Background: an optimization exercise with open tools, aiming at small area. Do not read the settings as production practice.
RTL that was checked went through simulation tests only; none was proved equivalent to the original.
Power is estimated from default activity; no workload was simulated.

// boom_pro
module boom_pro(sw7,start,clk,led,seg,sw_input,row,seg_cat,btn6,buzzer,green,red);
Size: about 1300 cells after synthesis, roughly 140 flip-flops, roughly 59 I/O pins.
==> flow/config.mk <==
export PLATFORM = sky130hd
export DESIGN_NAME = boom_pro
export DESIGN_NICKNAME = boom_pro
export VERILOG_FILES = /design/flow/design.v
export SDC_FILE = /design/flow/constraint.sdc
export NUM_CORES = 4
export LEC_CHECK = 0
export CAP_MARGIN = 20
export CORE_MARGIN = 2
export CORE_UTILIZATION = 70
export SLEW_MARGIN = 20
==> flow/constraint.sdc <==
create_clock -name core_clock -period 20.0 [get_ports {clk}]
set_input_delay 4.0000 -clock core_clock [delete_from_list [all_inputs] [get_ports {clk}]]
set_output_delay 4.0000 -clock core_clock [all_outputs]
set_load 0.01 [all_outputs]
standard.sh (not shown) runs the stock make flow with config.mk's settings and CLKGATE_MAP_FILE= SYNTH_SCRIPT=/design/flow/synth_recipe.tcl, a recipe that flattens the netlist after the stock synthesis.
==> flow/flow/run.sh <==
#!/bin/bash
# The standard layout (the standard.sh: ORFS synthesis to final layout)
# with two changes: the port buffers that global placement inserts are
# buf_1 cells, and clock tree synthesis uses clkbuf_8 cells (root and leaf
# buffers) and no dummy loads. standard.sh's output goes to standard.log;
# ORFS keeps each step's log under orfs/logs.
set -euo pipefail
export BUFFER_PORTS_ARGS="-buffer_cell sky130_fd_sc_hd__buf_1"
export CTS_ARGS="-sink_clustering_enable -repair_clock_nets -dont_use_dummy_load -buf_list sky130_fd_sc_hd__clkbuf_8 -root_buf sky130_fd_sc_hd__clkbuf_8 -sink_clustering_size 20 -sink_clustering_max_diameter 100"
bash standard.sh > standard.log 2>&1
The starting point went through all stages and came out clean.
Next try:
--- a/flow/flow/run.sh
+++ b/flow/flow/run.sh
@@ -9 +9 @@
-export CTS_ARGS="-sink_clustering_enable -repair_clock_nets -dont_use_dummy_load -buf_list sky130_fd_sc_hd__clkbuf_8 -root_buf sky130_fd_sc_hd__clkbuf_8 -sink_clustering_size 20 -sink_clustering_max_diameter 100"
+export CTS_ARGS="-sink_clustering_enable -repair_clock_nets -dont_use_dummy_load -buf_list sky130_fd_sc_hd__clkbuf_8 -root_buf sky130_fd_sc_hd__clkbuf_8"
The changed run produced a clean layout.
Setup slack stays the same.
Utilization is unchanged.
Count of clock-buffer cells in the layout is unchanged.
Wire length is unchanged.
Worst hold slack stays the same.
Sequential share of layout area stays the same.
Flip-flop and latch count stays the same.
Total power stays the same.
Final area is unchanged.
Critical path depth is unchanged.
Register-to-register slack hardly moves.
Next try:
--- a/flow/flow/run.sh
+++ b/flow/flow/run.sh
@@ -9 +9 @@
-export CTS_ARGS="-sink_clustering_enable -repair_clock_nets -dont_use_dummy_load -buf_list sky130_fd_sc_hd__clkbuf_8 -root_buf sky130_fd_sc_hd__clkbuf_8"
+export CTS_ARGS="-sink_clustering_enable -repair_clock_nets -dont_use_dummy_load -buf_list sky130_fd_sc_hd__clkbuf_16 -root_buf sky130_fd_sc_hd__clkbuf_16 -sink_clustering_size 40 -sink_clustering_max_diameter 200 -sink_clustering_levels 1"
After rerunning:
- The new run finished with timing, DRC and antenna clean
- wire length rose by 2.4%
- combinational power barely changes
- core utilization came out higher by 1.3 points
- fmax falls by 0.84%
- final area goes up by 1.8%
- area after synthesis stays the same
- critical path depth is unchanged


Another version of the RTL of boom_pro (not shown whole).
Size in the first run: roughly 1300 cells after synthesis, about 140 flip-flops, ~59 I/O pins, roughly 0.011 mm² of cells after synthesis.
clock: 20.0 ns
lec_check: 0
cap_margin: 20
core_margin: 2
core_utilization: 70
cts_buf_list: sky130_fd_sc_hd__clkbuf_4 sky130_fd_sc_hd__clkbuf_16
slew_margin: 20
run.sh (not shown) runs the stock make flow with config.mk's settings and CLKGATE_MAP_FILE= SYNTH_SCRIPT=/design/flow/synth_recipe.tcl, a recipe that flattens the netlist after the stock synthesis.
Stock flow here: none of the scripts above is used.
The starting point finished with timing, DRC and antenna clean.
Edit:
Settings changed: CTS_BUF_LIST sky130_fd_sc_hd__clkbuf_4 sky130_fd_sc_hd__clkbuf_16 to sky130_fd_sc_hd__clkbuf_8.
Outcome: The new run passed the timing, design-rule and antenna checks. Cell area came out lower by 1.6%. Clock power came out lower by 25%. Count of clock-buffer cells in the layout stays the same. Synthesized cell count does not change. Setup slack is better by 0.14 ns. Sequential share of layout area came out higher by 0.41 points. First-iteration DRC count came out lower by 3.3%. Die area does not change. Power came out lower by 4.3%.
No run of this note included a check of the RTL's function; only the layout flow was run.


RTL: one of the versions met above, not the one the previous note started from.
Size in the first run: roughly 1300 cells after synthesis, roughly 140 flip-flops, about 59 I/O pins.
==> flow/config.mk <==
export PLATFORM = sky130hd
export DESIGN_NAME = boom_pro
export DESIGN_NICKNAME = boom_pro
export VERILOG_FILES = /design/flow/design.v
export SDC_FILE = /design/flow/constraint.sdc
export NUM_CORES = 4
export LEC_CHECK = 0
export CAP_MARGIN = 20
export CORE_MARGIN = 2
export CORE_UTILIZATION = 70
export SLEW_MARGIN = 20
==> flow/constraint.sdc <==
create_clock -name core_clock -period 20.0 [get_ports {clk}]
set_input_delay 4.0000 -clock core_clock [delete_from_list [all_inputs] [get_ports {clk}]]
set_output_delay 4.0000 -clock core_clock [all_outputs]
set_load 0.01 [all_outputs]
standard.sh (not shown) runs the stock make flow with config.mk's settings and CLKGATE_MAP_FILE= SYNTH_SCRIPT=/design/flow/synth_recipe.tcl, a recipe that flattens the netlist after the stock synthesis.
==> flow/flow/run.sh <==
#!/bin/bash
# The standard layout (the standard.sh: ORFS synthesis to final layout)
# with two changes: the port buffers that global placement inserts are
# buf_1 cells, and clock tree synthesis uses clkbuf_8 cells (root and leaf
# buffers) and no dummy loads. standard.sh's output goes to standard.log;
# ORFS keeps each step's log under orfs/logs.
set -euo pipefail
export BUFFER_PORTS_ARGS="-buffer_cell sky130_fd_sc_hd__buf_1"
export CTS_ARGS="-sink_clustering_enable -repair_clock_nets -dont_use_dummy_load -buf_list sky130_fd_sc_hd__clkbuf_8 -root_buf sky130_fd_sc_hd__clkbuf_8 -sink_clustering_size 30 -sink_clustering_max_diameter 150 -sink_buffer_max_cap_derate 1.0"
bash standard.sh > standard.log 2>&1
The first run completed without violations.
Next try:
--- a/flow/flow/run.sh
+++ b/flow/flow/run.sh
@@ -8,3 +8,3 @@
 export BUFFER_PORTS_ARGS="-buffer_cell sky130_fd_sc_hd__buf_1"
-export CTS_ARGS="-sink_clustering_enable -repair_clock_nets -dont_use_dummy_load -buf_list sky130_fd_sc_hd__clkbuf_8 -root_buf sky130_fd_sc_hd__clkbuf_8 -sink_clustering_size 30 -sink_clustering_max_diameter 150 -sink_buffer_max_cap_derate 1.0"
+export CTS_ARGS="-sink_clustering_enable -repair_clock_nets -dont_use_dummy_load -buf_list sky130_fd_sc_hd__clkbuf_8 -root_buf sky130_fd_sc_hd__clkbuf_8 -wire_unit 60"
 bash standard.sh > standard.log 2>&1
Cell area goes up by 0.51%.
Wire length rose by about 0.7%.
Count of clock-buffer cells in the layout grows by 4.

## port drivers added, routing unchanged
No port has a modelled driver above. Below, the same layouts with a new extraction and two added sets of constraints.
Step 1: set_driving_cell puts a clkbuf_16 on clk and a buf_2 on each other input, an assumption about the parent block.
Step 2 also shifts input and output timing later by t, the mid clock arrival at the registers, as if the neighbouring blocks saw the same clock.
Three values: ideal, step 1, step 2; two values: the first two.
run	shift t [ns]	setup slack, ns	worst hold slack (ns)
the first run of note 1	0.494	4.754 / 4.754 / 4.754	0.431 / 0.431 / 0.431
the second run of note 1	0.494	4.754 / 4.754 / 4.754	0.431 / 0.431 / 0.431
the third run of note 1	0.464	4.625 / 4.625 / 4.625	0.428 / 0.428 / 0.428
the first run of note 2	0.477	4.535 / 4.535 / 4.535	0.450 / 0.450 / 0.450
the second run of note 2	0.500	4.671 / 4.671 / 4.671	0.457 / 0.457 / 0.457
the first run of note 3	0.494	4.754 / 4.754 / 4.754	0.431 / 0.431 / 0.431
the second run of note 3	0.500	4.764 / 4.764 / 4.764	0.431 / 0.431 / 0.431
After both steps setup and hold are still met in every run listed.
